Background: an optimization exercise with open tools, aiming at small area, a short achievable clock period and few clock cycles per item. Do not read the settings as production practice.
RTL that was checked went through simulation tests only; none was proved equivalent to the original.
The RTL of runs 2 to 6 was laid out without a check of its function.

### design.v
module NibbleSub(
    input  [3:0] a,
    output reg [3:0] b
    );
    always @(*) begin
        case (a)
            4'h0: b = 4'he; 4'h1: b = 4'h4; 4'h2: b = 4'hd; 4'h3: b = 4'h1;
            4'h4: b = 4'h2; 4'h5: b = 4'hf; 4'h6: b = 4'hb; 4'h7: b = 4'h8;
            4'h8: b = 4'h3; 4'h9: b = 4'ha; 4'ha: b = 4'h6; 4'hb: b = 4'hc;
            4'hc: b = 4'h5; 4'hd: b = 4'h9; 4'he: b = 4'h0; default: b = 4'h7;
        endcase
    end
endmodule
module AES(
    input clk,nrst,load,
    input [15:0] data_input,input_vector,key,
    input  [3:0] round_number,
    output [15:0] data_output,
    output finish
    );
    reg [15:0] s, k;
    reg [3:0]  r;
    reg        last, busy, fin;
    wire [15:0] sb;
    NibbleSub ns0(.a(s[15:12]), .b(sb[15:12]));
    NibbleSub ns1(.a(s[11:8]),  .b(sb[11:8]));
    NibbleSub ns2(.a(s[7:4]),   .b(sb[7:4]));
    NibbleSub ns3(.a(s[3:0]),   .b(sb[3:0]));
    wire [3:0] t0 = sb[15:12], t1 = sb[3:0], t2 = sb[7:4], t3 = sb[11:8];
    function [3:0] x2(input [3:0] a);
        x2 = {a[2:0], 1'b0} ^ {2'b00, a[3], a[3]};
    endfunction
    wire [15:0] t  = {t0, t1, t2, t3};
    wire [15:0] mc = {x2(t0) ^ t0 ^ x2(t1), x2(t0) ^ x2(t1) ^ t1,
                      x2(t2) ^ t2 ^ x2(t3), x2(t2) ^ x2(t3) ^ t3};
    wire [3:0] sk;
    NibbleSub ns4(.a(k[3:0]), .b(sk));
    wire [3:0] w4 = k[15:12] ^ sk ^ r;
    wire [3:0] w5 = k[11:8] ^ w4;
    wire [3:0] w6 = k[7:4] ^ w5;
    wire [3:0] w7 = k[3:0] ^ w6;
    wire [15:0] kn = {w4, w5, w6, w7};
    wire [15:0] sn = (last ? t : mc) ^ kn;
    wire [3:0]  rn1 = load ? 4'd1 : r + 4'd1;
    always @(posedge clk) begin
        if (load) begin
            s <= data_input ^ input_vector ^ key;
            k <= key;
        end else begin
            if (busy) s <= sn;
            k <= kn;
        end
        r    <= rn1;
        last <= (rn1 == round_number);
    end
    always @(posedge clk or negedge nrst) begin
        if (!nrst) begin
            busy <= 1'b0;
            fin  <= 1'b0;
        end else if (load) begin
            busy <= 1'b1;
            fin  <= 1'b0;
        end else if (busy & last) begin
            busy <= 1'b0;
            fin  <= 1'b1;
        end
    end
    assign data_output = s;
    assign finish = fin;
endmodule
### run.sh
#!/bin/bash
# synth_recipe.tcl (not shown) runs the flow's synth.tcl, then flattens the netlist and writes it again
# the make line also repeats each setting of config.mk as NAME=value (left out here)
make -C /OpenROAD-flow-scripts/flow DESIGN_CONFIG=/design/flow/config.mk WORK_HOME=/design/flow/orfs CLKGATE_MAP_FILE= SYNTH_SCRIPT=/design/flow/synth_recipe.tcl finish
### config.mk
export PLATFORM = sky130hd
export DESIGN_NAME = AES
export DESIGN_NICKNAME = AES
export VERILOG_FILES = /design/flow/design.v
export SDC_FILE = /design/flow/constraint.sdc
export NUM_CORES = 4
export LEC_CHECK = 0
export CAP_MARGIN = 20
export CORE_MARGIN = 2
export CORE_UTILIZATION = 40
export SLEW_MARGIN = 20
### constraint.sdc
create_clock -name core_clock -period 5.0 [get_ports {clk}]
set_input_delay 1.0000 -clock core_clock [delete_from_list [all_inputs] [get_ports {clk}]]
set_output_delay 1.0000 -clock core_clock [all_outputs]
set_load 0.01 [all_outputs]
==> results.rst, run 1 <==
.. list-table::
   :header-rows: 1

   * - Metric
     - Value
   * - Count of different cell masters after synthesis
     - 67
   * - Hold-fix buffers, CTS
     - 0
   * - F_max
     - 306 MHz
   * - Worst-case headroom to the max-slew limit
     - 36.3%
   * - Horizontal die dimension
     - 108 µm
   * - Warnings, synthesis
     - 2
   * - Critical Path Slowest Stage Cell
     - dfrtp_1
   * - Die area
     - 11800 µm²
   * - Starting DRT DRC Count
     - 99
   * - Post-CTS Repair Setup Buffers
     - 0
   * - Critical setup path kind
     - flop to flop
   * - Nets
     - 587
   * - Fin Setup TNS
     - 0 ns
   * - Synth top area share
     - 18.8%
   * - Total half-perimeter wirelength after legalization and detailed placement
     - 7860 µm
   * - First-pass GRT wire length
     - 16500 µm
   * - Count of cells resized by post-cts repair
     - 0
   * - Largest stage delay, worst path
     - 0.79 ns
   * - Number of buffers added on ports
     - 71
   * - RePlAce Congestion
     - 0.835
   * - Antenna diode count
     - 0
   * - Fraction of layout cells with a size suffix above 1
     - 10.5%
   * - Finish-stage setup viols
     - 0
   * - Number of nets with antenna violations after routing
     - 0
   * - Post-Route Skew
     - 0.0153 ns
   * - Placeable core area
     - 10700 µm²
   * - Result of the run
     - timing/DRC/antenna clean
   * - Top Ports
     - 72
   * - Total routing resource utilization after global routing
     - 18.7%
   * - Final critical-path required period
     - 3.27 ns
   * - Post-synth EDFFs
     - 16
   * - Number of cells after detailed placement
     - 638
   * - Max-capacitance violation count
     - 0
   * - Post-route clock period utilization
     - 65.3%
   * - Pin count of the biggest net entering global routing
     - 34
   * - Cell count after synthesis
     - 438
   * - Via count of the routed design
     - 3287
   * - Crit path arrival time
     - 3.48 ns
   * - Maximum count of clock buffers along a single path
     - 2
   * - CP max FO
     - 17
   * - Clock net sink count
     - 59
   * - Mean post-synth cell area
     - 9.97 µm²
   * - Height of the die
     - 108 µm
   * - TritonCTS Buffers
     - 9
   * - Cell type contributing the most total cell area after synthesis
     - dfxtp_1
   * - Effective utilization at floorplan
     - 40.6%
   * - H-tree level count
     - 3
   * - Final cell count without fillers
     - 654
   * - Antenna violations before repair
     - 0
   * - Cells taking the most area after synthesis
     - dfxtp_1 19%, edfxtp_1 11%, xnor2_1 8.8%, ha_1 6.6%, xor2_1 6.2%
   * - Clock insertion delay at the later pin of the skew report
     - 0.35 ns
   * - Average routed wire per standard cell
     - 15.8 µm
   * - Top-count cell post-synth
     - xnor2_1
   * - Number of iterations in the first detailed-routing pass
     - 4
   * - Most instantiated cells after synthesis
     - 44 x xnor2_1, 41 x dfxtp_1, 40 x nand2_1
   * - Number of slew-limit violations in the final report
     - 0
   * - Critical path, cell by cell
     - inv_1 > nor2_1 > o21ai_1 > nand2_1 > inv_1 > ha_1 > and3_1 > o31ai_1 > o211ai_1
   * - Total standard cell area after synthesis
     - 4370 µm²
   * - Worst setup EP type
     - flop
   * - Hold Fails Final Rpt
     - 0
   * - Classification of the worst-slack hold path
     - flop to flop
   * - Post-detailed-route DRC marker count
     - 0
   * - Row Count
     - 38
   * - Startpoint kind of the worst setup timing path
     - flop
   * - Clock tree from TritonCTS
     - yes
   * - Area growth from synthesis to layout
     - 23.6%
   * - Post-DR vias/cell
     - 5.03
   * - Worst slew pin tran
     - 0.953 ns
   * - Required time worst endpoint
     - 5.22 ns
   * - Clock transition time at the flip-flop clock pins of the worst setup and hold paths
     - 0.07 ns
   * - Unrepaired setup endpoints after global routing
     - false
   * - Number of global-route vias before repair
     - 3251
   * - Synthesized Nets
     - 516
   * - Final-layout fill cell count
     - 1023
   * - Post-Route WL
     - 10400 µm
   * - Most frequent CP cell
     - inv_1
   * - Number of synthesized register bits
     - 59
   * - Overall overflow remaining after global route
     - 0
   * - Async set-or-reset flop fraction in the synthesized netlist
     - 3.39%
   * - Buffer type at the clock tree root
     - clkbuf_8
   * - Predominant post-synthesis flop cell
     - dfxtp_1
   * - Share of synthesized area occupied by flip-flops and latches
     - 31.0%
-- state kept, by name, summed over array words and instances, names as in the netlist --
| name | count |
|---|---|
| t3 | 4 |
| k | 16 |
| s | 16 |
| fin | 1 |
| r | 4 |
| t1 | 4 |
| sk | 4 |
| t2 | 4 |
| last | 1 |
| busy | 1 |
| t0 | 4 |
-- worst paths after layout --
| path | from | end | slack, ns | cells past startpoint |
|---|---|---|---|---|
| min in group asynchronous | nrst | busy$_DFFE_PN0P_ | 0.82 | 1 |
| min reg2reg | fin$_DFFE_PN0P_ | fin$_DFFE_PN0P_ | 0.50 | 2 |
| min | fin$_DFFE_PN0P_ | fin$_DFFE_PN0P_ | 0.50 | 2 |
| max in group asynchronous | nrst | fin$_DFFE_PN0P_ | 4.06 | 1 |
| max reg2reg | busy$_DFFE_PN0P_ | t1[0]$_DFF_P_ | 1.73 | 9 |
| max | busy$_DFFE_PN0P_ | t1[0]$_DFF_P_ | 1.73 | 9 |
-- routing by layer --
metal  vias up  GRT usage [%]  share of wire, %
li1       1673              -                 -
met1      1533           24.2                47
met2        70           31.5                48
met3        11           2.77               4.1
met4         0           6.78               1.4
met5         -              0                 0
-- per-stage QoR --
stage	area, µm²	hold WS [ns]	setup slack, ns	utilization, %
after floorplan	4370	0.438	2.21	-
final	5400	0.502	1.73	50.2
after detailed placement	5200	0.490	1.65	48.4
after global routing	5400	0.542	1.51	50.2
after global placement	5200	0.480	1.67	48.4
after CTS	5400	0.510	1.75	50.2
-- cells in the final DEF (no fill, tap or decap), types with 5 or more instances in the layout --
master / n
xor2_1: 31
edfxtp_1: 16
nor2_1: 27
o21ai_0: 18
mux2i_1: 19
nor3_1: 10
and3_1: 6
and2_1: 5
mux2_2: 9
a21oi_1: 15
inv_1: 13
xnor2_1: 44
nand3_1: 7
ha_1: 23
a211oi_1: 7
o21ai_1: 7
clkdlybuf4s50_1: 70
dfxtp_1: 41
xnor3_1: 10
nand2_1: 40
clkbuf_8: 9
a21o_1: 5
-- final cells by class --
class	instances	area [µm²]	share of cell area [%]
Sequential cell	59	1350	25.0
Tap cell	140	175	3.25
Clock inverter	6	46.3	0.858
Timing Repair Buffer	73	721	13.4
Multi-Input combinational cell	348	2880	53.4
Inverter	18	72.6	1.34
Clock buffer	10	149	2.76
-- kinds of logic (layout without fill, tap and decap cells) --
kind of cell / Yosys count / count (layout) / synth area share, %
AOI/OAI and AO/OA: 82 / 82 / 13.2
xor gates and xnor gates: 97 / 97 / 25.9
adders and majority gates: 23 / 23 / 6.59
buffers and inverters: 31 / 107 / 3.04
DFF: 59 / 59 / 31.0
muxes: 32 / 32 / 7.94
and+or+nand+nor: 114 / 114 / 12.4
-- worst max-delay path: cells and delay by family (launching register included) --
family                     cells  cell delay [ns]
AOI/OAI and AO/OA              3             0.54
DFF                            1             0.79
and+or+nand+nor                3             0.84
buffers and inverters          2             0.63
adders and majority gates      1             0.34
Testbench counts, summed over its fixed seeds: cycles 1,935, items 192.
==> run 2: changes to the inputs <==
--- a/design.v
+++ b/design.v
@@ -1,15 +1,9 @@
 module NibbleSub(
     input  [3:0] a,
-    output reg [3:0] b
+    output [3:0] b
     );
-    always @(*) begin
-        case (a)
-            4'h0: b = 4'he; 4'h1: b = 4'h4; 4'h2: b = 4'hd; 4'h3: b = 4'h1;
-            4'h4: b = 4'h2; 4'h5: b = 4'hf; 4'h6: b = 4'hb; 4'h7: b = 4'h8;
-            4'h8: b = 4'h3; 4'h9: b = 4'ha; 4'ha: b = 4'h6; 4'hb: b = 4'hc;
-            4'hc: b = 4'h5; 4'hd: b = 4'h9; 4'he: b = 4'h0; default: b = 4'h7;
-        endcase
-    end
+    localparam [63:0] SBOX = 64'h7_0_9_5_C_6_A_3_8_B_F_2_1_D_4_E;
+    assign b = SBOX >> {a, 2'b00};
 endmodule
 module AES(
     input clk,nrst,load,
==> run 2 against run 1 <==
  * Sequential share of layout area down 2.9 points
  * Hold slack improved by 0.0068 ns
  * Global-route usage fell by 1.7 points
  * Clock-buffer cell count down 5
  * Cell count is 21% lower
  * Register-to-register slack gained 0.22 ns
  * Die area down 21%
  * Non-clock buffer count decreased by 1
  * First-iteration DRC count decreased by 40%
  * Core utilization up 1.7 points
  * Highest routed layer unchanged
==> results.rst, run 2 <==
.. list-table::
   :header-rows: 1

   * - Metric
     - Value
   * - Result of the run
     - timing/DRC/antenna clean (unchanged)
   * - CP max FO
     - 6 (was 17)
   * - Row Count
     - 33 (was 38)
   * - Final standard cell area without fillers
     - 4290 µm² (was 5400 µm²)
   * - F_max
     - 328 MHz (was 306 MHz)
   * - Total half-perimeter wirelength after legalization and detailed placement
     - 6190 µm (was 7860 µm)
   * - Die area
     - 9340 µm² (was 11800 µm²)
   * - Min-Delay Startpoint
     - r[0]$_DFF_P_ (was fin$_DFFE_PN0P_)
   * - Cell depth of the worst flop-to-flop path
     - 9 (unchanged)
   * - Reg-to-Reg Start
     - s[9]$_DFFE_PP_ (was busy$_DFFE_PN0P_)
   * - Top-count cell post-synth
     - xnor2_1 (unchanged)
   * - Number of slew-limit violations in the final report
     - 0 (unchanged)
   * - Worst-case headroom to the max-slew limit
     - 58.5% (was 36.3%)
   * - Critical setup path kind
     - flop to flop (unchanged)
   * - Post-Route Skew
     - 0.0106 ns (was 0.0153 ns)
   * - Number of cells after detailed placement
     - 510 (was 638)
   * - First-pass GRT wire length
     - 12900 µm (was 16500 µm)
   * - Finish-stage setup viols
     - 0 (unchanged)
   * - Required time worst endpoint
     - 5.15 ns (was 5.22 ns)
   * - Number of nets with antenna violations after routing
     - 0 (unchanged)
   * - Total routing resource utilization after global routing
     - 16.9% (was 18.7%)
   * - Commonest non-fill, non-tap cells in the layout
     - 70 x clkdlybuf4s50_1, 60 x xnor2_1, 27 x xor2_1, 27 x ha_1, 24 x nand2_1 (was 70 x clkdlybuf4s50_1, 44 x xnor2_1, 41 x dfxtp_1)
   * - Fraction of layout cells with a size suffix above 1
     - 7.26% (was 10.5%)
   * - Predominant post-synthesis flop cell
     - dfxtp_1 (unchanged)
   * - Post-Route Utilization
     - 52.0% (was 50.2%)
   * - Final critical-path required period
     - 3.05 ns (was 3.27 ns)
   * - Cell count after synthesis
     - 347 (was 438)
   * - Overall overflow remaining after global route
     - 0 (unchanged)
   * - Worst setup EP type
     - flop (unchanged)
   * - Clock tree from TritonCTS
     - yes (unchanged)
   * - Clock insertion delay at the later pin of the skew report
     - 0.30 ns (was 0.35 ns)
   * - Mean post-synth cell area
     - 9.89 µm² (was 9.97 µm²)
   * - Startpoint kind of the worst setup timing path
     - flop (unchanged)
   * - RePlAce Congestion
     - 0.770 (was 0.835)
   * - Fin Setup TNS
     - 0 ns (unchanged)
   * - Hold Fails Final Rpt
     - 0 (unchanged)
   * - Synthesized Nets
     - 429 (was 516)
   * - Starting DRT DRC Count
     - 59 (was 99)
   * - Share of synthesized area occupied by flip-flops and latches
     - 27.7% (was 31.0%)
   * - Warnings, synthesis
     - 1 (was 2)
   * - TritonCTS Buffers
     - 5 (was 9)
   * - Cell type contributing the most total cell area after synthesis
     - xnor2_1 (was dfxtp_1)
   * - Height of the die
     - 96.6 µm (was 108 µm)
   * - Clock transition time at the flip-flop clock pins of the worst setup and hold paths
     - 0.09 ns (was 0.07 ns)
   * - Buffer type at the clock tree root
     - clkbuf_8 (unchanged)
   * - Max-capacitance violation count
     - 0 (unchanged)
   * - Setup ws final
     - 1.95 ns (was 1.73 ns)
   * - Worst hold path stage count
     - 1 (was 2)
   * - Regs by FF count
     - k x16, s x16, r x4 (was k x16, s x16)
   * - Post-CTS Repair Setup Buffers
     - 0 (unchanged)
   * - Worst slew pin tran
     - 0.622 ns (was 0.953 ns)
   * - Number of global-route vias before repair
     - 2609 (was 3251)
   * - WHS Endpoint
     - r[0]$_DFF_P_ (was fin$_DFFE_PN0P_)
   * - Pre-CTS setup slack
     - 1.98 ns (was 1.65 ns)
   * - Reg-to-reg endpoint
     - s[5]$_DFFE_PP_ (was t1[0]$_DFF_P_)
   * - Maximum count of clock buffers along a single path
     - 2 (unchanged)
   * - Synth top area share
     - 15.3% (was 18.8%)
   * - Number of synthesized register bits
     - 39 (was 59)
   * - Via count of the routed design
     - 2606 (was 3287)
   * - Most instantiated cells after synthesis
     - 60 x xnor2_1, 27 x ha_1, 27 x xor2_1 (was 44 x xnor2_1, 41 x dfxtp_1, 40 x nand2_1)
   * - H-tree level count
     - 2 (was 3)
   * - Top Ports
     - 72 (unchanged)
   * - Horizontal die dimension
     - 96.6 µm (was 108 µm)
   * - Effective utilization at floorplan
     - 41.6% (was 40.6%)
   * - Count of different cell masters after synthesis
     - 49 (was 67)
   * - Leading cell type in the layout, fill and taps excluded
     - clkdlybuf4s50_1 (unchanged)
   * - Final cell count without fillers
     - 518 (was 654)
   * - Clock net sink count
     - 39 (was 59)
   * - Pin count of the biggest net entering global routing
     - 33 (was 34)
   * - Area growth from synthesis to layout
     - 25.0% (was 23.6%)
   * - Nets
     - 494 (was 587)
   * - Antenna violations before repair
     - 0 (unchanged)
   * - Post-Route WL
     - 7790 µm (was 10400 µm)
   * - Cells taking the most area after synthesis
     - xnor2_1 15%, edfxtp_1 14%, dfxtp_1 12%, ha_1 9.8%, xor2_1 6.9% (was dfxtp_1 19%, edfxtp_1 11%, xnor2_1 8.8%, ha_1 6.6%, xor2_1 6.2%)
   * - Average routed wire per standard cell
     - 15.0 µm (was 15.8 µm)
   * - Crit path arrival time
     - 3.20 ns (was 3.48 ns)
   * - Classification of the worst-slack hold path
     - flop to flop (unchanged)
   * - Post-DR vias/cell
     - 5.03 (about the same)
   * - Count of cells resized by post-cts repair
     - 0 (unchanged)
   * - Number of buffers added on ports
     - 71 (unchanged)
   * - Placeable core area
     - 8260 µm² (was 10700 µm²)
   * - Hold-fix buffers, CTS
     - 0 (unchanged)
   * - Unrepaired setup endpoints after global routing
     - false (unchanged)
   * - Async set-or-reset flop fraction in the synthesized netlist
     - 5.13% (was 3.39%)
   * - Post-detailed-route DRC marker count
     - 0 (unchanged)
   * - Post-synth EDFFs
     - 16 (unchanged)
   * - Post-route clock period utilization
     - 60.9% (was 65.3%)
   * - Total standard cell area after synthesis
     - 3430 µm² (was 4370 µm²)
   * - Antenna diode count
     - 0 (unchanged)
   * - Number of iterations in the first detailed-routing pass
     - 4 (unchanged)
   * - Area post-placement
     - 4210 µm² (was 5200 µm²)
   * - Reg-to-reg setup timing slack
     - 1.95 ns (was 1.73 ns)
==> run 2: worst max-delay path: stages, from the launching register on <==
cell,delay (ns)
edfxtp_1,0.53
inv_1,0.12
ha_1,0.23
or2_2,0.29
mux4_2,0.51
xor2_1,0.20
xnor3_1,0.43
nor2_2,0.15
xnor3_1,0.32
o21ai_1,0.12
==> run 2: area by class of cell <==
| type | instances | area [µm²] |
|---|---|---|
| flip-flops and latches | 39 | 951 |
| inverters | 18 | 80.1 |
| clock inverters | 3 | 17.5 |
| repair buffers | 72 | 713 |
| multi-input cells | 276 | 2330 |
| clock buffers | 5 | 68.8 |
| well taps | 105 | 131 |
| fillers | 781 | 3970 |
==> run 2: worst max path at each step <==
stage | start | endpoint | slack (ns)
CTS | s[9]$_DFFE_PP_ | s[5]$_DFFE_PP_ | 1.95
finish | s[9]$_DFFE_PP_ | s[5]$_DFFE_PP_ | 1.95
detailed placement | s[9]$_DFFE_PP_ | s[5]$_DFFE_PP_ | 1.98
floorplan | s[8]$_DFFE_PP_ | s[5]$_DFFE_PP_ | 2.16
global route | s[12]$_DFFE_PP_ | s[9]$_DFFE_PP_ | 1.80
global placement | s[8]$_DFFE_PP_ | s[5]$_DFFE_PP_ | 2.08
==> run 2: cell families (layout without fill, tap and decap cells) <==
logic type | after synthesis | in the layout | synth area share [%]
AOI/OAI and AO/OA | 62 | 62 | 11.2
xor gates and xnor gates | 100 | 100 | 30.7
adders and majority gates | 27 | 27 | 9.84
muxes | 16 | 16 | 6.38
buffers and inverters | 32 | 98 | 4.41
and+or+nand+nor | 71 | 71 | 9.81
DFF | 39 | 39 | 27.7
==> run 2: layer usage <==
layer	vias to the layer above	GRT usage, %	routed length [µm]
li1	1311	-	-
met1	1234	22.5	3750
met2	53	27.6	3590
met3	8	3.40	281
met4	0	5.63	174
met5	-	0	0
==> run 2: per-stage QoR <==
stage | hold WS [ns]
6_report | 0.509
5_1_grt | 0.531
4_1_cts | 0.516
3_5_place_dp | 0.496
3_3_place_gp | 0.476
2_1_floorplan | 0.452
==> run 3: changes to the inputs <==
--- a/config.mk
+++ b/config.mk
@@ -8,4 +8,5 @@
 export CAP_MARGIN = 20
 export CORE_MARGIN = 2
 export CORE_UTILIZATION = 40
+export SETUP_SLACK_MARGIN = 3.0
 export SLEW_MARGIN = 20
==> run 3 against run 2 <==
  * Hold slack lost 0.0085 ns
  * Critical path type unchanged
  * Critical endpoint is now s[9]$_DFFE_PP_
  * Largest cell class unchanged
==> results.rst, run 3 <==
.. list-table::
   :header-rows: 1

   * - Metric
     - Value
   * - Result of the run
     - timing/DRC/antenna clean (unchanged)
   * - Post-Route Skew
     - 0.00516 ns (was 0.0106 ns)
   * - CP max FO
     - 5 (was 6)
   * - Die area
     - 9340 µm² (unchanged)
   * - Number of global-route vias before repair
     - 2888 (was 2609)
   * - Number of cells after detailed placement
     - 510 (unchanged)
   * - Maximum count of clock buffers along a single path
     - 2 (unchanged)
   * - Number of iterations in the first detailed-routing pass
     - 4 (unchanged)
   * - Regs by FF count
     - k x16, s x16, r x4 (unchanged)
   * - Nets
     - 563 (was 494)
   * - Critical setup path kind
     - flop to flop (unchanged)
   * - RePlAce Congestion
     - 0.835 (was 0.770)
   * - Mean post-synth cell area
     - 9.89 µm² (unchanged)
   * - Number of buffers added on ports
     - 71 (unchanged)
   * - H-tree level count
     - 2 (unchanged)
   * - Horizontal die dimension
     - 96.6 µm (unchanged)
   * - Via count of the routed design
     - 2898 (was 2606)
   * - Final critical-path required period
     - 2.54 ns (was 3.05 ns)
   * - Placeable core area
     - 8260 µm² (unchanged)
   * - Post-Route WL
     - 8730 µm (was 7790 µm)
   * - Average routed wire per standard cell
     - 14.9 µm (was 15.0 µm)
   * - Post-Route Utilization
     - 62.7% (was 52.0%)
   * - Finish-stage setup viols
     - 0 (unchanged)
   * - Worst setup EP type
     - flop (unchanged)
   * - Cells taking the most area after synthesis
     - xnor2_1 15%, edfxtp_1 14%, dfxtp_1 12%, ha_1 9.8%, xor2_1 6.9% (unchanged)
   * - Hold Fails Final Rpt
     - 0 (unchanged)
   * - Max-capacitance violation count
     - 0 (unchanged)
   * - Register area
     - 960 µm² (was 951 µm²)
   * - Starting DRT DRC Count
     - 130 (was 59)
   * - Clock net sink count
     - 39 (unchanged)
   * - Unrepaired setup endpoints after global routing
     - true (was false)
   * - Antenna diode count
     - 0 (unchanged)
   * - Overall overflow remaining after global route
     - 0 (unchanged)
   * - Hold-fix buffers, CTS
     - 0 (unchanged)
   * - Buffer type at the clock tree root
     - clkbuf_8 (unchanged)
   * - Cell type contributing the most total cell area after synthesis
     - xnor2_1 (unchanged)
   * - Clock transition time at the flip-flop clock pins of the worst setup and hold paths
     - 0.08 ns (was 0.09 ns)
   * - TritonCTS Buffers
     - 5 (unchanged)
   * - Synthesized Nets
     - 429 (unchanged)
   * - Most instantiated cells after synthesis
     - 60 x xnor2_1, 27 x ha_1, 27 x xor2_1 (unchanged)
   * - F_max
     - 393 MHz (was 328 MHz)
   * - Total standard cell area after synthesis
     - 3430 µm² (unchanged)
   * - Fin Setup TNS
     - 0 ns (unchanged)
   * - Height of the die
     - 96.6 µm (unchanged)
   * - Fraction of layout cells with a size suffix above 1
     - 35.3% (was 7.26%)
   * - Cell count after synthesis
     - 347 (unchanged)
   * - Post-route clock period utilization
     - 50.8% (was 60.9%)
   * - Final cell count without fillers
     - 587 (was 518)
   * - Post-detailed-route DRC marker count
     - 0 (unchanged)
   * - Commonest non-fill, non-tap cells in the layout
     - 54 x xnor2_1, 54 x clkdlybuf4s50_1, 50 x buf_4 (was 70 x clkdlybuf4s50_1, 60 x xnor2_1, 27 x xor2_1, 27 x ha_1, 24 x nand2_1)
   * - Synth top area share
     - 15.3% (unchanged)
   * - Worst-case headroom to the max-slew limit
     - 63.7% (was 58.5%)
   * - Required time worst endpoint
     - 5.04 ns (was 5.15 ns)
   * - Area growth from synthesis to layout
     - 51.0% (was 25.0%)
   * - Crit path arrival time
     - 2.58 ns (was 3.20 ns)
   * - Top Ports
     - 72 (unchanged)
   * - Classification of the worst-slack hold path
     - flop to flop (unchanged)
   * - Number of synthesized register bits
     - 39 (unchanged)
   * - Final-layout fill cell count
     - 691 (was 781)
   * - Pin count of the biggest net entering global routing
     - 40 (was 33)
   * - Top-count cell post-synth
     - xnor2_1 (unchanged)
   * - Post-DR vias/cell
     - 4.94 (was 5.03)
   * - Async set-or-reset flop fraction in the synthesized netlist
     - 5.13% (unchanged)
   * - Cell depth of the worst flop-to-flop path
     - 9 (unchanged)
   * - Post-synth EDFFs
     - 16 (unchanged)
   * - Antenna violations before repair
     - 0 (unchanged)
   * - Row Count
     - 33 (unchanged)
   * - Worst hold path stage count
     - 2 (was 1)
   * - Startpoint kind of the worst setup timing path
     - flop (unchanged)
   * - Share of synthesized area occupied by flip-flops and latches
     - 27.7% (unchanged)
   * - Total half-perimeter wirelength after legalization and detailed placement
     - 5840 µm (was 6190 µm)
   * - Total routing resource utilization after global routing
     - 18.4% (was 16.9%)
   * - Warnings, synthesis
     - 1 (unchanged)
   * - Number of slew-limit violations in the final report
     - 0 (unchanged)
   * - Number of nets with antenna violations after routing
     - 0 (unchanged)
   * - First-pass GRT wire length
     - 14100 µm (was 12900 µm)
   * - Effective utilization at floorplan
     - 41.6% (unchanged)
   * - Footprint of the multi-input gates
     - 2630 µm² (was 2330 µm²)
   * - Clock tree from TritonCTS
     - yes (unchanged)
   * - Predominant post-synthesis flop cell
     - dfxtp_1 (unchanged)
   * - Clock insertion delay at the later pin of the skew report
     - 0.29 ns (was 0.30 ns)
   * - Worst slew pin tran
     - 0.544 ns (was 0.622 ns)
   * - Count of different cell masters after synthesis
     - 49 (unchanged)
run 3: area by class of cell:
type	count	share of cell area, %
flip-flops and latches	39	18.5
multi-input cells	277	50.7
repair buffers	140	24.9
clock buffers	5	1.33
inverters	18	1.64
well taps	105	2.54
clock inverters	3	0.290
run 3: stage by stage:
stage	cell area (µm²)	hold WS [ns]	worst slack (ns)
global route	5180	0.527	2.34
CTS	4940	0.509	2.49
floorplan	3520	0.452	2.47
detailed placement	4290	0.491	2.23
global placement	4290	0.474	2.28
finish	5180	0.500	2.46
run 3: critical path, cell delays in order, from the launching register on:
cell and delay (ns):
edfxtp_1 0.40, inv_2 0.09, ha_2 0.19, or2_4 0.23
mux4_2 0.50, xor2_2 0.21, xnor3_1 0.27, nor2_2 0.15
xnor2_1 0.15, o21ai_2 0.10
run 3: timing repair:
action                                 CTS  global route
gates cloned                             0             1
buffers inserted                        49            19
pin swaps                               24            18
setup endpoints to repair               53            48
endpoints found under the hold margin    0             0
gates resized for setup                101            29
run 3: final timing paths:
path,start,end,slack (ns)
setup / recovery,s[0]$_DFFE_PP_,s[9]$_DFFE_PP_,2.46
hold / removal,fin$_DFFE_PN0P_,fin$_DFFE_PN0P_,0.50
setup reg to reg,s[0]$_DFFE_PP_,s[9]$_DFFE_PP_,2.46
hold reg to reg,fin$_DFFE_PN0P_,fin$_DFFE_PN0P_,0.50
max in group asynchronous,nrst,busy$_DFFE_PN0P_,4.00
min in group asynchronous,nrst,fin$_DFFE_PN0P_,0.87
run 3: layer usage:
metal / vias to the layer above / routed length [µm] / share of wire (%) / GRT usage (%)
met3: 9 / 313 / 3.6 / 3.61
met4: 0 / 98 / 1.1 / 4.44
met5: - / 0 / 0 / 0
li1: 1449 / - / - / -
met1: 1379 / 4000 / 46 / 23.9
met2: 61 / 4320 / 49 / 31.6
run 3: logic make-up (layout without fill, tap and decap cells):
family	after synthesis	after routing	share of synthesized area, %
simple gates	71	72	9.81
xor+xnor	100	100	30.7
flops	39	39	27.7
fa+ha+maj	27	27	9.84
buf+inv	32	166	4.41
mux	16	16	6.38
compound gates	62	62	11.2
==> run 4: changes to the inputs <==
--- a/config.mk
+++ b/config.mk
@@ -5,6 +5,7 @@
 export SDC_FILE = /design/flow/constraint.sdc
 export NUM_CORES = 4
 export LEC_CHECK = 0
+export ABC_CLOCK_PERIOD_IN_PS = 1500
 export CAP_MARGIN = 20
 export CORE_MARGIN = 2
 export CORE_UTILIZATION = 40
==> run 4 against run 3 <==
  * Still clean
  * Routed wire length unchanged
  * Non-clock buffer count unchanged
  * Hold slack unchanged
  * Sequential share of layout area unchanged
  * Die area unchanged
  * Synthesized cell count unchanged
  * Flip-flop and latch count unchanged
==> results.rst, run 4 <==
.. list-table::
   :header-rows: 1

   * - Metric
     - Value
   * - Result of the run
     - timing/DRC/antenna clean (unchanged)
   * - Height of the die
     - 96.6 µm (unchanged)
   * - Commonest non-fill, non-tap cells in the layout
     - 54 x xnor2_1, 54 x clkdlybuf4s50_1, 50 x buf_4 (unchanged)
   * - Worst path bufs/invs
     - 1 (unchanged)
   * - Average routed wire per standard cell
     - 14.9 µm (unchanged)
   * - Post-Route Utilization
     - 62.7% (unchanged)
   * - Final-layout fill cell count
     - 691 (unchanged)
   * - Cell type contributing the most total cell area after synthesis
     - xnor2_1 (unchanged)
   * - RePlAce Congestion
     - 0.835 (unchanged)
   * - Top Ports
     - 72 (unchanged)
   * - Worst slew pin tran
     - 0.544 ns (unchanged)
   * - Nets
     - 563 (unchanged)
   * - Number of buffers added on ports
     - 71 (unchanged)
   * - Startpoint kind of the worst setup timing path
     - flop (unchanged)
   * - Post-Route WL
     - 8730 µm (unchanged)
   * - Antenna violations before repair
     - 0 (unchanged)
   * - Horizontal die dimension
     - 96.6 µm (unchanged)
   * - Synth top area share
     - 15.3% (unchanged)
   * - Hold Fails Final Rpt
     - 0 (unchanged)
   * - Clock insertion delay at the later pin of the skew report
     - 0.29 ns (about the same)
   * - Post-DR vias/cell
     - 4.94 (unchanged)
   * - Unrepaired setup endpoints after global routing
     - true (unchanged)
   * - Max-capacitance violation count
     - 0 (unchanged)
   * - Buffer type at the clock tree root
     - clkbuf_8 (unchanged)
   * - Clock tree from TritonCTS
     - yes (unchanged)
   * - Fin Setup TNS
     - 0 ns (unchanged)
   * - Clock net sink count
     - 39 (unchanged)
   * - Critical Path Slowest Stage Cell
     - mux4_2 (unchanged)
   * - Post-detailed-route DRC marker count
     - 0 (unchanged)
   * - Footprint of the multi-input gates
     - 2630 µm² (unchanged)
   * - Pin count of the biggest net entering global routing
     - 40 (unchanged)
   * - Area growth from synthesis to layout
     - 51.0% (unchanged)
   * - Number of global-route vias before repair
     - 2888 (unchanged)
   * - Most instantiated cells after synthesis
     - 60 x xnor2_1, 27 x ha_1, 27 x xor2_1 (unchanged)
   * - Warnings, synthesis
     - 1 (unchanged)
   * - Dominant delay contributor by cell family on the critical path
     - XOR/XNOR gates (unchanged)
   * - Share of synthesized area occupied by flip-flops and latches
     - 27.7% (unchanged)
   * - Total routing resource utilization after global routing
     - 18.4% (unchanged)
   * - Worst-case headroom to the max-slew limit
     - 63.7% (unchanged)
   * - Number of slew-limit violations in the final report
     - 0 (unchanged)
   * - Post-synth EDFFs
     - 16 (unchanged)
   * - Maximum count of clock buffers along a single path
     - 2 (unchanged)
   * - Starting DRT DRC Count
     - 130 (unchanged)
   * - Predominant post-synthesis flop cell
     - dfxtp_1 (unchanged)
   * - Via count of the routed design
     - 2898 (unchanged)
   * - Async set-or-reset flop fraction in the synthesized netlist
     - 5.13% (unchanged)
   * - Largest stage delay, worst path
     - 0.50 ns (about the same)
   * - Fraction of layout cells with a size suffix above 1
     - 35.3% (unchanged)
   * - Worst setup EP type
     - flop (unchanged)
   * - First-pass GRT wire length
     - 14100 µm (unchanged)
   * - Register area
     - 960 µm² (unchanged)
   * - Finish-stage setup viols
     - 0 (unchanged)
   * - F_max
     - 393 MHz (unchanged)
   * - Final critical-path required period
     - 2.54 ns (unchanged)
   * - Mean post-synth cell area
     - 9.89 µm² (unchanged)
   * - Crit path arrival time
     - 2.58 ns (about the same)
   * - Final standard cell area without fillers
     - 5180 µm² (unchanged)
   * - Post-Route Skew
     - 0.00516 ns (unchanged)
   * - Cell count after synthesis
     - 347 (unchanged)
   * - Effective utilization at floorplan
     - 41.6% (unchanged)
   * - Synthesized Nets
     - 429 (unchanged)
   * - Critical path, cell by cell
     - inv_2 > ha_2 > or2_4 > mux4_2 > xor2_2 > xnor3_1 > nor2_2 > xnor2_1 > o21ai_2 (unchanged)
   * - Overall overflow remaining after global route
     - 0 (unchanged)
   * - Top-count cell post-synth
     - xnor2_1 (unchanged)
   * - H-tree level count
     - 2 (unchanged)
   * - Regs by FF count
     - k x16, s x16, r x4 (unchanged)
   * - Number of iterations in the first detailed-routing pass
     - 4 (unchanged)
   * - Placeable core area
     - 8260 µm² (unchanged)
   * - Required time worst endpoint
     - 5.04 ns (about the same)
   * - Cells taking the most area after synthesis
     - xnor2_1 15%, edfxtp_1 14%, dfxtp_1 12%, ha_1 9.8%, xor2_1 6.9% (unchanged)
   * - CP max FO
     - 5 (unchanged)
   * - Number of synthesized register bits
     - 39 (unchanged)
   * - TritonCTS Buffers
     - 5 (unchanged)
   * - Number of nets with antenna violations after routing
     - 0 (unchanged)
   * - Row Count
     - 33 (unchanged)
   * - Classification of the worst-slack hold path
     - flop to flop (unchanged)
   * - Clock transition time at the flip-flop clock pins of the worst setup and hold paths
     - 0.08 ns (about the same)
   * - Total standard cell area after synthesis
     - 3430 µm² (unchanged)
   * - Count of different cell masters after synthesis
     - 49 (unchanged)
   * - Die area
     - 9340 µm² (unchanged)
   * - Post-route clock period utilization
     - 50.8% (unchanged)
   * - Antenna diode count
     - 0 (unchanged)
   * - Area post-placement
     - 4290 µm² (unchanged)
   * - Total half-perimeter wirelength after legalization and detailed placement
     - 5840 µm (unchanged)
   * - Critical setup path kind
     - flop to flop (unchanged)
-- run 4: cell counts in the layout (fill, tap and decap cells not counted) --
No cell type changed its count.
-- run 4: through the flow --
stage          cells  worst slack (ns)  hold WS [ns]
2_1_floorplan    347              2.47         0.452
3_3_place_gp     510              2.28         0.474
3_5_place_dp     510              2.23         0.491
4_1_cts          567              2.49         0.509
5_1_grt          587              2.34         0.527
6_report         587              2.46         0.500
-- run 4: what timing repair did --
item | 4_1_cts | 5_1_grt
resized for setup | 101 | 29
hold buffers | 0 | 0
pin swaps | 24 | 18
endpoints found under the setup margin | 53 | 48
gates cloned | 0 | 1
setup buffers | 49 | 19
-- run 4: cells by family (layout without fill, tap and decap cells) --
| logic type | Yosys count | in the layout | share of synthesized area, % |
|---|---|---|---|
| adders and majority gates | 27 | 27 | 9.84 |
| muxes | 16 | 16 | 6.38 |
| and+or+nand+nor | 71 | 72 | 9.81 |
| xor gates and xnor gates | 100 | 100 | 30.7 |
| buffers and inverters | 32 | 166 | 4.41 |
| DFF | 39 | 39 | 27.7 |
| AOI/OAI and AO/OA | 62 | 62 | 11.2 |
-- run 4: path summary, 6_finish.rpt --
| kind | start | slack, ns | cells after the start | end |
|---|---|---|---|---|
| worst min register to register | fin$_DFFE_PN0P_ | 0.50 | 2 | fin$_DFFE_PN0P_ |
| worst max register to register | s[0]$_DFFE_PP_ | 2.46 | 9 | s[9]$_DFFE_PP_ |
| worst min-delay path | fin$_DFFE_PN0P_ | 0.50 | 2 | fin$_DFFE_PN0P_ |
| max in group asynchronous | nrst | 4.00 | 1 | busy$_DFFE_PN0P_ |
| worst max-delay path | s[0]$_DFFE_PP_ | 2.46 | 9 | s[9]$_DFFE_PP_ |
| min in group asynchronous | nrst | 0.87 | 1 | fin$_DFFE_PN0P_ |
-- run 4: per-layer routing --
metal	part of all wire (%)	wire length, µm	global-route usage [%]	vias to the layer above
li1	-	-	-	1449
met3	3.6	313	3.61	9
met4	1.1	98	4.44	0
met5	0	0	0	-
met1	46	4000	23.9	1379
met2	49	4320	31.6	61
-- run 4: cell type report --
| cell class | instances | share of cell area, % |
|---|---|---|
| clock buffer | 5 | 1.33 |
| clock inverter | 3 | 0.290 |
| inverter | 18 | 1.64 |
| multi-input combinational | 277 | 50.7 |
| sequential | 39 | 18.5 |
| tap | 105 | 2.54 |
| timing repair buffer | 140 | 24.9 |
-- run 4: worst register-to-register path, cell delays in order (launching register included) --
cell	delay, ns
edfxtp_1	0.40
inv_2	0.09
ha_2	0.19
or2_4	0.23
mux4_2	0.50
xor2_2	0.21
xnor3_1	0.27
nor2_2	0.15
xnor2_1	0.15
o21ai_2	0.10
==> run 5: changes to the inputs <==
==> design.v (replaced) <==
module NibbleSub(
    input  [3:0] a,
    output [3:0] b
    );
    assign b[0] = (~a[3] & ~a[2] & a[1] & ~a[0])
                 | (~a[3] & ~a[2] & a[1] & a[0])
                 | (~a[3] & a[2] & ~a[1] & a[0])
                 | (~a[3] & a[2] & a[1] & ~a[0])
                 | (a[3] & ~a[2] & ~a[1] & ~a[0])
                 | (a[3] & a[2] & ~a[1] & ~a[0])
                 | (a[3] & a[2] & ~a[1] & a[0])
                 | (a[3] & a[2] & a[1] & a[0]);
    assign b[1] = (~a[3] & ~a[2] & ~a[1] & ~a[0])
                 | (~a[3] & a[2] & ~a[1] & ~a[0])
                 | (~a[3] & a[2] & ~a[1] & a[0])
                 | (~a[3] & a[2] & a[1] & ~a[0])
                 | (a[3] & ~a[2] & ~a[1] & ~a[0])
                 | (a[3] & ~a[2] & ~a[1] & a[0])
                 | (a[3] & ~a[2] & a[1] & ~a[0])
                 | (a[3] & a[2] & a[1] & a[0]);
    assign b[2] = (~a[3] & ~a[2] & ~a[1] & ~a[0])
                 | (~a[3] & ~a[2] & ~a[1] & a[0])
                 | (~a[3] & ~a[2] & a[1] & ~a[0])
                 | (~a[3] & a[2] & ~a[1] & a[0])
                 | (a[3] & ~a[2] & a[1] & ~a[0])
                 | (a[3] & ~a[2] & a[1] & a[0])
                 | (a[3] & a[2] & ~a[1] & ~a[0])
                 | (a[3] & a[2] & a[1] & a[0]);
    assign b[3] = (~a[3] & ~a[2] & ~a[1] & ~a[0])
                 | (~a[3] & ~a[2] & a[1] & ~a[0])
                 | (~a[3] & a[2] & ~a[1] & a[0])
                 | (~a[3] & a[2] & a[1] & ~a[0])
                 | (~a[3] & a[2] & a[1] & a[0])
                 | (a[3] & ~a[2] & ~a[1] & a[0])
                 | (a[3] & ~a[2] & a[1] & a[0])
                 | (a[3] & a[2] & ~a[1] & a[0]);
endmodule
module AES(
    input clk,nrst,load,
    input [15:0] data_input,input_vector,key,
    input  [3:0] round_number,
    output [15:0] data_output,
    output finish
    );
    reg [15:0] s, k;
    reg [3:0]  r;
    reg        last, busy, fin;
    wire [3:0] t0, t1, t2, t3;
    NibbleSub ns0(.a(s[15:12]), .b(t0));
    NibbleSub ns1(.a(s[3:0]),   .b(t1));
    NibbleSub ns2(.a(s[7:4]),   .b(t2));
    NibbleSub ns3(.a(s[11:8]),  .b(t3));
    function [3:0] x2(input [3:0] a);
        x2 = {a[2:0], 1'b0} ^ {2'b00, a[3], a[3]};
    endfunction
    wire [3:0] u01 = x2(t0 ^ t1) & {4{~last}};
    wire [3:0] u23 = x2(t2 ^ t3) & {4{~last}};
    wire [15:0] m = {t0 ^ u01, t1 ^ u01, t2 ^ u23, t3 ^ u23};
    wire [3:0] sk;
    NibbleSub ns4(.a(k[3:0]), .b(sk));
    wire [3:0] p4 = k[15:12] ^ r;
    wire [3:0] p5 = p4 ^ k[11:8];
    wire [3:0] p6 = p5 ^ k[7:4];
    wire [3:0] p7 = p6 ^ k[3:0];
    wire [15:0] kn = {p4 ^ sk, p5 ^ sk, p6 ^ sk, p7 ^ sk};
    wire [15:0] k_d = load ? key : kn;
    wire [15:0] s_d = (load ? (data_input ^ input_vector) : m) ^ k_d;
    wire [3:0]  r_d = load ? 4'd1 : r + 4'd1;
    always @(posedge clk) begin
        if (load | busy) s <= s_d;
        k    <= k_d;
        r    <= r_d;
        last <= (r_d == round_number);
    end
    always @(posedge clk or negedge nrst) begin
        if (!nrst) begin
            busy <= 1'b0;
            fin  <= 1'b0;
        end else if (load) begin
            busy <= 1'b1;
            fin  <= 1'b0;
        end else if (busy & last) begin
            busy <= 1'b0;
            fin  <= 1'b1;
        end
    end
    assign data_output = s;
    assign finish = fin;
endmodule
==> config.mk (replaced) <==
export PLATFORM = sky130hd
export DESIGN_NAME = AES
export DESIGN_NICKNAME = AES
export VERILOG_FILES = /design/flow/design.v
export SDC_FILE = /design/flow/constraint.sdc
export NUM_CORES = 4
export LEC_CHECK = 0
export CAP_MARGIN = 20
export CORE_MARGIN = 2
export CORE_UTILIZATION = 40
export SLEW_MARGIN = 20
export SYNTH_HIERARCHICAL = 1
export SYNTH_MINIMUM_KEEP_SIZE = 0
==> run 5 against run 4 <==
  * Synthesized cell count decreased by 5.2%
  * Core utilization decreased by 9.9 points
  * Largest cell class unchanged
  * Maximum frequency decreased by 2.5%
  * Clock skew increased by 0.00052 ns
  * Register-to-register slack got worse by 0.07 ns
==> results.rst, run 5 <==
.. list-table::
   :header-rows: 1

   * - Metric
     - Value
   * - Result of the run
     - timing/DRC/antenna clean (unchanged)
   * - Total half-perimeter wirelength after legalization and detailed placement
     - 5100 µm (was 5840 µm)
   * - Final critical-path required period
     - 2.61 ns (was 2.54 ns)
   * - Total standard cell area after synthesis
     - 3030 µm² (was 3430 µm²)
   * - Count of different cell masters after synthesis
     - 37 (was 49)
   * - Unrepaired setup endpoints after global routing
     - false (was true)
   * - Clock net sink count
     - 39 (unchanged)
   * - Post-route clock period utilization
     - 52.2% (was 50.8%)
   * - Leading cell type in the layout, fill and taps excluded
     - clkdlybuf4s50_1
   * - Number of slew-limit violations in the final report
     - 0 (unchanged)
   * - CP max FO
     - 9 (was 5)
   * - WHS Endpoint
     - fin$_DFFE_PN0P_ (unchanged)
   * - H-tree level count
     - 2 (unchanged)
   * - Share of synthesized area occupied by flip-flops and latches
     - 31.4% (was 27.7%)
   * - Effective utilization at floorplan
     - 41.5% (was 41.6%)
   * - Synthesized Nets
     - 385 (was 429)
   * - Horizontal die dimension
     - 91.0 µm (was 96.6 µm)
   * - Area post-placement
     - 3770 µm² (was 4290 µm²)
   * - Clock transition time at the flip-flop clock pins of the worst setup and hold paths
     - 0.08 ns (about the same)
   * - Async set-or-reset flop fraction in the synthesized netlist
     - 5.13% (unchanged)
   * - Min-Delay Startpoint
     - fin$_DFFE_PN0P_ (unchanged)
   * - Classification of the worst-slack hold path
     - flop to flop (unchanged)
   * - TritonCTS Buffers
     - 5 (unchanged)
   * - Maximum count of clock buffers along a single path
     - 2 (unchanged)
   * - Cell type contributing the most total cell area after synthesis
     - xnor2_1 (unchanged)
   * - Row Count
     - 31 (was 33)
   * - Fraction of layout cells with a size suffix above 1
     - 7.42% (was 35.3%)
   * - Starting DRT DRC Count
     - 110 (was 130)
   * - Number of global-route vias before repair
     - 2242 (was 2888)
   * - F_max
     - 383 MHz (was 393 MHz)
   * - Reg-to-reg setup timing slack
     - 2.39 ns (was 2.46 ns)
   * - Number of nets with antenna violations after routing
     - 0 (unchanged)
   * - Nets
     - 446 (was 563)
   * - Post-CTS Repair Setup Buffers
     - 0 (was 49)
   * - Clock tree from TritonCTS
     - yes (unchanged)
   * - Most instantiated cells after synthesis
     - 65 x xnor2_1, 33 x xor2_1, 28 x nand2_1 (was 60 x xnor2_1, 27 x ha_1, 27 x xor2_1)
   * - Clock insertion delay at the later pin of the skew report
     - 0.29 ns (about the same)
   * - Post-DR vias/cell
     - 4.86 (was 4.94)
   * - Predominant post-synthesis flop cell
     - dfxtp_1 (unchanged)
   * - Final standard cell area without fillers
     - 3850 µm² (was 5180 µm²)
   * - Synth top area share
     - 18.8% (was 15.3%)
   * - Total routing resource utilization after global routing
     - 16.3% (was 18.4%)
   * - Antenna diode count
     - 0 (unchanged)
   * - Hold Fails Final Rpt
     - 0 (unchanged)
   * - Cell depth of the worst flop-to-flop path
     - 8 (was 9)
   * - Post-Route Skew
     - 0.00567 ns (was 0.00516 ns)
   * - Number of iterations in the first detailed-routing pass
     - 4 (unchanged)
   * - Number of synthesized register bits
     - 39 (unchanged)
   * - Reg-to-Reg Start
     - k[1]$_DFF_P_ (was s[0]$_DFFE_PP_)
   * - Die area
     - 8280 µm² (was 9340 µm²)
   * - Regs by FF count
     - k x16, s x16, r x4 (unchanged)
   * - Number of buffers added on ports
     - 71 (unchanged)
   * - Warnings, synthesis
     - 7 (was 1)
   * - Worst-case headroom to the max-slew limit
     - 45.3% (was 63.7%)
   * - Area growth from synthesis to layout
     - 27.3% (was 51.0%)
   * - Via count of the routed design
     - 2382 (was 2898)
   * - Mean post-synth cell area
     - 9.20 µm² (was 9.89 µm²)
   * - Overall overflow remaining after global route
     - 0 (unchanged)
   * - Post-Route WL
     - 6500 µm (was 8730 µm)
   * - Worst hold path stage count
     - 2 (unchanged)
   * - Crit path arrival time
     - 2.65 ns (was 2.58 ns)
   * - Post-synth EDFFs
     - 16 (unchanged)
   * - Required time worst endpoint
     - 5.04 ns (about the same)
   * - Cells taking the most area after synthesis
     - xnor2_1 19%, edfxtp_1 16%, dfxtp_1 14%, xor2_1 9.5%, nand2b_1 4.1% (was xnor2_1 15%, edfxtp_1 14%, dfxtp_1 12%, ha_1 9.8%, xor2_1 6.9%)
   * - Post-detailed-route DRC marker count
     - 0 (unchanged)
   * - Antenna violations before repair
     - 0 (unchanged)
   * - Top Ports
     - 72 (unchanged)
   * - Cell count after synthesis
     - 329 (was 347)
   * - Finish-stage setup viols
     - 0 (unchanged)
   * - Reg-to-reg endpoint
     - s[6]$_DFFE_PP_ (was s[9]$_DFFE_PP_)
   * - Max-capacitance violation count
     - 0 (unchanged)
   * - Critical setup path kind
     - flop to flop (unchanged)
   * - Worst slew pin tran
     - 0.821 ns (was 0.544 ns)
   * - Top-count cell post-synth
     - xnor2_1 (unchanged)
   * - Fin Setup TNS
     - 0 ns (unchanged)
   * - Count of cells resized by post-cts repair
     - 0 (was 101)
   * - Pin count of the biggest net entering global routing
     - 50 (was 40)
   * - Commonest non-fill, non-tap cells in the layout
     - 70 x clkdlybuf4s50_1, 65 x xnor2_1, 33 x xor2_1 (was 54 x xnor2_1, 54 x clkdlybuf4s50_1, 50 x buf_4)
   * - Startpoint kind of the worst setup timing path
     - flop (unchanged)
   * - Buffer type at the clock tree root
     - clkbuf_8 (unchanged)
   * - Placeable core area
     - 7290 µm² (was 8260 µm²)
   * - First-pass GRT wire length
     - 10800 µm (was 14100 µm)
   * - Hold-fix buffers, CTS
     - 0 (unchanged)
   * - Height of the die
     - 91.0 µm (was 96.6 µm)
   * - Average routed wire per standard cell
     - 13.3 µm (was 14.9 µm)
   * - Worst setup EP type
     - flop (unchanged)
   * - RePlAce Congestion
     - 0.768 (was 0.835)
run 5: cell types whose count changed after synthesis, moves of 5 or more:
| cell | delta |
|---|---|
| nand2_2 | +5 |
| inv_1 | -10 |
| ha_1 | -26 |
| xnor2_1 | +5 |
| o211ai_1 | +5 |
| xnor3_1 | -7 |
| nor2b_1 | -5 |
| nor3b_2 | +5 |
| xor2_1 | +6 |
| nand2b_1 | +17 |
run 5: layout make-up:
| class | instances | area [µm²] |
|---|---|---|
| Timing Repair Buffer | 72 | 713 |
| Multi-Input combinational cell | 265 | 1960 |
| Tap cell | 99 | 124 |
| Sequential cell | 39 | 951 |
| Inverter | 7 | 26.3 |
| Clock buffer | 7 | 76.3 |
| Fill cell | 722 | 3440 |
| Clock inverter | 1 | 5.00 |
run 5: worst max path at each step:
stage,start,end,slack [ns],depth (start not counted)
after global placement,load,s[15]$_DFFE_PP_,2.25,3
final,k[1]$_DFF_P_,s[6]$_DFFE_PP_,2.39,8
after CTS,k[1]$_DFF_P_,s[0]$_DFFE_PP_,2.39,8
after detailed placement,load,s[15]$_DFFE_PP_,2.22,3
after global routing,k[1]$_DFF_P_,s[0]$_DFFE_PP_,2.14,8
after floorplan,k[1]$_DFF_P_,s[2]$_DFFE_PP_,2.67,8
run 5: Yosys stat by module (local to each module, per instance):
module / copies in the design / flip-flops and latches
AES: 1 / 39
NibbleSub: 5 / 0
run 5: critical path, stage by stage, from the launching register on:
cell and delay, ns:
dfxtp_1 0.54, nand2b_1 0.18, mux2i_1 0.08, a21oi_1 0.19, xor2_1 0.39, xor3_1 0.46
xnor2_1 0.29, xnor2_1 0.15, o21ai_0 0.08
run 5: cells by family (layout without fill, tap and decap cells):
family / after synthesis / after routing / share of synthesized area (%)
XOR/XNOR: 103 / 103 / 32.1
adder cells (fa/ha/maj): 1 / 1 / 0.413
AO/OA/AOI/OAI: 58 / 58 / 11.7
buffers and inverters: 25 / 87 / 3.93
flip-flops: 39 / 39 / 31.4
multiplexers: 15 / 15 / 5.25
AND/OR/NAND/NOR: 88 / 88 / 15.1
run 5: routing by layer:
layer,routed length (µm),vias up,GRT usage (%),share of wire (%)
li1,-,1222,-,-
met5,0,-,0,0
met1,3100,1101,22.9,48
met4,29,0,3.79,0.45
met3,335,2,3.32,5.2
met2,3030,57,25.7,47
run 5: stage by stage:
stage / util, % / setup WS, ns / std cells / hold WS [ns]
6_report: 52.8 / 2.39 / 490 / 0.509
5_1_grt: 52.8 / 2.14 / 490 / 0.533
4_1_cts: 52.8 / 2.39 / 490 / 0.515
3_5_place_dp: 51.7 / 2.22 / 482 / 0.497
3_3_place_gp: 51.7 / 2.25 / 482 / 0.502
2_1_floorplan: - / 2.67 / 329 / 0.468
==> run 6: changes to the inputs <==
==> flow/run.sh (new file) <==
#!/bin/bash
# The standard layout (the standard.sh, standard synthesis included), with the
# ports buffered by plain buffers instead of the delay buffers buffer_ports picks.
set -euo pipefail
export BUFFER_PORTS_ARGS="-buffer_cell sky130_fd_sc_hd__buf_1"
bash standard.sh > standard.log 2>&1
==> standard.sh (new file) <==
#!/bin/bash
# synth_recipe.tcl (not shown) runs the flow's synth.tcl, then flattens the netlist and writes it again
# the make line also repeats each setting of config.mk as NAME=value (left out here)
make -C /OpenROAD-flow-scripts/flow DESIGN_CONFIG=/design/flow/config.mk WORK_HOME=/design/flow/orfs CLKGATE_MAP_FILE= SYNTH_SCRIPT=/design/flow/synth_recipe.tcl "${@:-finish}"
removed: run.sh
==> run 6 against run 5 <==
  * Still clean on timing, DRC and antenna
  * Non-clock buffer count stayed put
  * Clock-buffer cell count is 1 lower
  * Die area stayed put
  * Clock skew is 0.00081 ns higher
  * Global-route usage is 0.24 points lower
  * Maximum frequency is 2.3% lower
  * Largest cell class unchanged
==> results.rst, run 6 <==
.. list-table::
   :header-rows: 1

   * - Metric
     - Value
   * - Result of the run
     - timing/DRC/antenna clean (unchanged)
   * - Finish-stage setup viols
     - 0 (unchanged)
   * - Antenna violations before repair
     - 0 (unchanged)
   * - Hold Fails Final Rpt
     - 0 (unchanged)
   * - Number of buffers added on ports
     - 71 (unchanged)
   * - Number of slew-limit violations in the final report
     - 0 (unchanged)
   * - Average routed wire per standard cell
     - 13.1 µm (was 13.3 µm)
   * - Final critical-path required period
     - 2.67 ns (was 2.61 ns)
   * - RePlAce Congestion
     - 0.793 (was 0.768)
   * - Placeable core area
     - 7290 µm² (unchanged)
   * - Starting DRT DRC Count
     - 89 (was 110)
   * - Buffer type at the clock tree root
     - clkbuf_8 (unchanged)
   * - Hold-fix buffers, CTS
     - 0 (unchanged)
   * - Classification of the worst-slack hold path
     - input port to asynchronous set/reset pin (was flop to flop)
   * - Warnings, synthesis
     - 7 (unchanged)
   * - Number of nets with antenna violations after routing
     - 0 (unchanged)
   * - F_max
     - 375 MHz (was 383 MHz)
   * - Clock insertion delay at the later pin of the skew report
     - 0.30 ns (was 0.29 ns)
   * - Via count of the routed design
     - 2334 (was 2382)
   * - Top Ports
     - 72 (unchanged)
   * - Height of the die
     - 91.0 µm (unchanged)
   * - Share of synthesized area occupied by flip-flops and latches
     - 31.4% (unchanged)
   * - Commonest non-fill, non-tap cells in the layout
     - 70 x buf_1, 65 x xnor2_1, 33 x xor2_1 (was 70 x clkdlybuf4s50_1, 65 x xnor2_1, 33 x xor2_1)
   * - Total standard cell area after synthesis
     - 3030 µm² (unchanged)
   * - Post-CTS Repair Setup Buffers
     - 0 (unchanged)
   * - Top-count cell post-synth
     - xnor2_1 (unchanged)
   * - Cell type contributing the most total cell area after synthesis
     - xnor2_1 (unchanged)
   * - Predominant post-synthesis flop cell
     - dfxtp_1 (unchanged)
   * - Synthesized Nets
     - 385 (unchanged)
   * - Fin Setup TNS
     - 0 ns (unchanged)
   * - Startpoint kind of the worst setup timing path
     - flop (unchanged)
   * - First-pass GRT wire length
     - 10600 µm (was 10800 µm)
   * - Unrepaired setup endpoints after global routing
     - false (unchanged)
   * - Worst setup EP type
     - flop (unchanged)
   * - Post-synth EDFFs
     - 16 (unchanged)
   * - Post-route clock period utilization
     - 53.4% (was 52.2%)
   * - Count of cells resized by post-cts repair
     - 0 (unchanged)
   * - Number of global-route vias before repair
     - 2256 (was 2242)
   * - Total half-perimeter wirelength after legalization and detailed placement
     - 4930 µm (was 5100 µm)
   * - Crit path arrival time
     - 2.69 ns (was 2.65 ns)
   * - Post-detailed-route DRC marker count
     - 0 (unchanged)
   * - Footprint of the multi-input gates
     - 1960 µm² (unchanged)
   * - Reg-to-reg setup timing slack
     - 2.33 ns (was 2.39 ns)
   * - Leading cell type in the layout, fill and taps excluded
     - buf_1 (was clkdlybuf4s50_1)
   * - Clock transition time at the flip-flop clock pins of the worst setup and hold paths
     - 0.08 ns (about the same)
   * - Row Count
     - 31 (unchanged)
   * - Post-Route Skew
     - 0.00648 ns (was 0.00567 ns)
   * - Final-layout fill cell count
     - 748 (was 722)
   * - Pin count of the biggest net entering global routing
     - 47 (was 50)
   * - Cell count after synthesis
     - 329 (unchanged)
   * - H-tree level count
     - 2 (unchanged)
   * - TritonCTS Buffers
     - 5 (unchanged)
   * - Async set-or-reset flop fraction in the synthesized netlist
     - 5.13% (unchanged)
   * - Overall overflow remaining after global route
     - 0 (unchanged)
   * - Total routing resource utilization after global routing
     - 16.1% (was 16.3%)
   * - Cells taking the most area after synthesis
     - xnor2_1 19%, edfxtp_1 16%, dfxtp_1 14%, xor2_1 9.5%, nand2b_1 4.1% (unchanged)
   * - Worst-case headroom to the max-slew limit
     - 45.8% (was 45.3%)
   * - Pre-CTS setup slack
     - 2.22 ns (about the same)
   * - CP max FO
     - 9 (unchanged)
   * - Max-capacitance violation count
     - 0 (unchanged)
   * - Number of synthesized register bits
     - 39 (unchanged)
   * - Mean post-synth cell area
     - 9.20 µm² (unchanged)
   * - Post-DR vias/cell
     - 4.76 (was 4.86)
   * - Area growth from synthesis to layout
     - 12.9% (was 27.3%)
   * - Most instantiated cells after synthesis
     - 65 x xnor2_1, 33 x xor2_1, 28 x nand2_1 (unchanged)
   * - Antenna diode count
     - 0 (unchanged)
   * - Clock tree from TritonCTS
     - yes (unchanged)
   * - Fraction of layout cells with a size suffix above 1
     - 7.67% (was 7.42%)
   * - Register area
     - 951 µm² (unchanged)
   * - Nets
     - 446 (unchanged)
   * - Maximum count of clock buffers along a single path
     - 2 (unchanged)
   * - Required time worst endpoint
     - 5.02 ns (was 5.04 ns)
   * - Worst slew pin tran
     - 0.813 ns (was 0.821 ns)
   * - Number of iterations in the first detailed-routing pass
     - 4 (unchanged)
   * - Horizontal die dimension
     - 91.0 µm (unchanged)
   * - Post-Route WL
     - 6410 µm (was 6500 µm)
   * - Setup ws final
     - 2.33 ns (was 2.39 ns)
   * - Die area
     - 8280 µm² (unchanged)
   * - Synth top area share
     - 18.8% (unchanged)
   * - Clock net sink count
     - 39 (unchanged)
   * - Critical setup path kind
     - flop to flop (unchanged)
   * - Count of different cell masters after synthesis
     - 37 (unchanged)
   * - Regs by FF count
     - k x16, s x16, r x4 (unchanged)
   * - Effective utilization at floorplan
     - 41.5% (unchanged)
## run 6: cell counts after synthesis
No cell type changed its count.
## run 6: final cells by class
cell class | instances | share of cell area [%]
Tap cell | 99 | 3.62
Sequential cell | 39 | 27.8
Multi-Input combinational cell | 265 | 57.3
Timing Repair Buffer | 72 | 8.05
Clock buffer | 6 | 2.12
Inverter | 7 | 0.768
Clock inverter | 2 | 0.366
## run 6: worst paths after layout
path,cells after the start,to,startpoint
max,8,s[2]$_DFFE_PP_,k[1]$_DFF_P_
min,1,fin$_DFFE_PN0P_,nrst
max reg2reg,8,s[2]$_DFFE_PP_,k[1]$_DFF_P_
min reg2reg,2,fin$_DFFE_PN0P_,fin$_DFFE_PN0P_
max in group asynchronous,1,busy$_DFFE_PN0P_,nrst
min in group core_clock,2,fin$_DFFE_PN0P_,fin$_DFFE_PN0P_
## run 6: metrics by stage
step	util (%)	hold slack (ns)	cells	cell area, µm²
floorplan	-	0.468	329	3030
global placement	45.7	0.490	482	3330
detailed placement	45.7	0.495	482	3330
CTS	46.9	0.462	490	3420
global route	46.9	0.461	490	3420
finish	46.9	0.468	490	3420
## run 6: per-module statistics from Yosys, one instance, submodules excluded
module     flops+latches  times used
NibbleSub              0           5
AES                   39           1
## run 6: per-layer routing
metal / up-vias / GRT usage (%) / part of all wire (%)
met5: - / 0 / 0
met4: 0 / 4.55 / 1.2
met3: 6 / 3.07 / 4.2
met2: 50 / 25.6 / 45
met1: 1059 / 22.2 / 49
li1: 1219 / - / -
## run 6: critical path, stage by stage, from the launching register on
cell and delay [ns]:
dfxtp_1 0.54, nand2b_1 0.18, mux2i_1 0.08, a21oi_1 0.17, xor2_1 0.40, xor3_1 0.47, xnor2_1 0.31, xnor2_1 0.16
mux2i_1 0.09
## run 6: cells by family (layout without fill, tap and decap cells)
kind of cell	count (synthesis)	in the layout	share of synthesized area (%)
AO/OA/AOI/OAI	58	58	11.7
multiplexers	15	15	5.25
adder cells (fa/ha/maj)	1	1	0.413
AND/OR/NAND/NOR	88	88	15.1
buffers and inverters	25	87	3.93
XOR/XNOR	103	103	32.1
flip-flops	39	39	31.4

## afterwards: timing with drivers on the ports
The results above use ideal ports. As a check the final layouts listed here were re-extracted and re-timed, cells and wires unchanged. Step 1 (the two cells are an assumption about what drives the block):
set clk [get_ports {clk}]
set_driving_cell -lib_cell sky130_fd_sc_hd__clkbuf_16 $clk
set_driving_cell -lib_cell sky130_fd_sc_hd__buf_2 [delete_from_list [all_inputs] $clk]
Step 2 times the ports against the registers' clock, not the clock port: input delays grow and output delays shrink by t, the midpoint of the rising clock arrivals with the driver on. a / b / c = ideal ports / drivers / drivers and shift; a / b = the first two.
run | t, ns | setup slack, ns | clock arrival spread, ns | worst slew at a driven data input, ns | pins driven straight from the clock port
run 1 | 0.371 | 1.735 / 1.735 / 1.654 | 0.015 / 0.015 | 0.05 | 1
run 2 | 0.323 | 1.953 / 1.953 / 1.953 | 0.010 / 0.011 | 0.04 | 1
run 3 | 0.318 | 2.459 / 2.459 / 2.459 | 0.005 / 0.005 | 0.04 | 1
run 4 | 0.318 | 2.459 / 2.459 / 2.459 | 0.005 / 0.005 | 0.04 | 1
run 5 | 0.310 | 2.392 / 2.392 / 2.259 | 0.005 / 0.006 | 0.03 | 1
run 6 | 0.323 | 2.332 / 2.332 / 2.222 | 0.006 / 0.007 | 0.03 | 1
After both steps setup and hold are still met in every run listed. The setup slack of run 5, which loses most, moves by 0.000 ns with the drivers and by -0.133 ns with both steps.
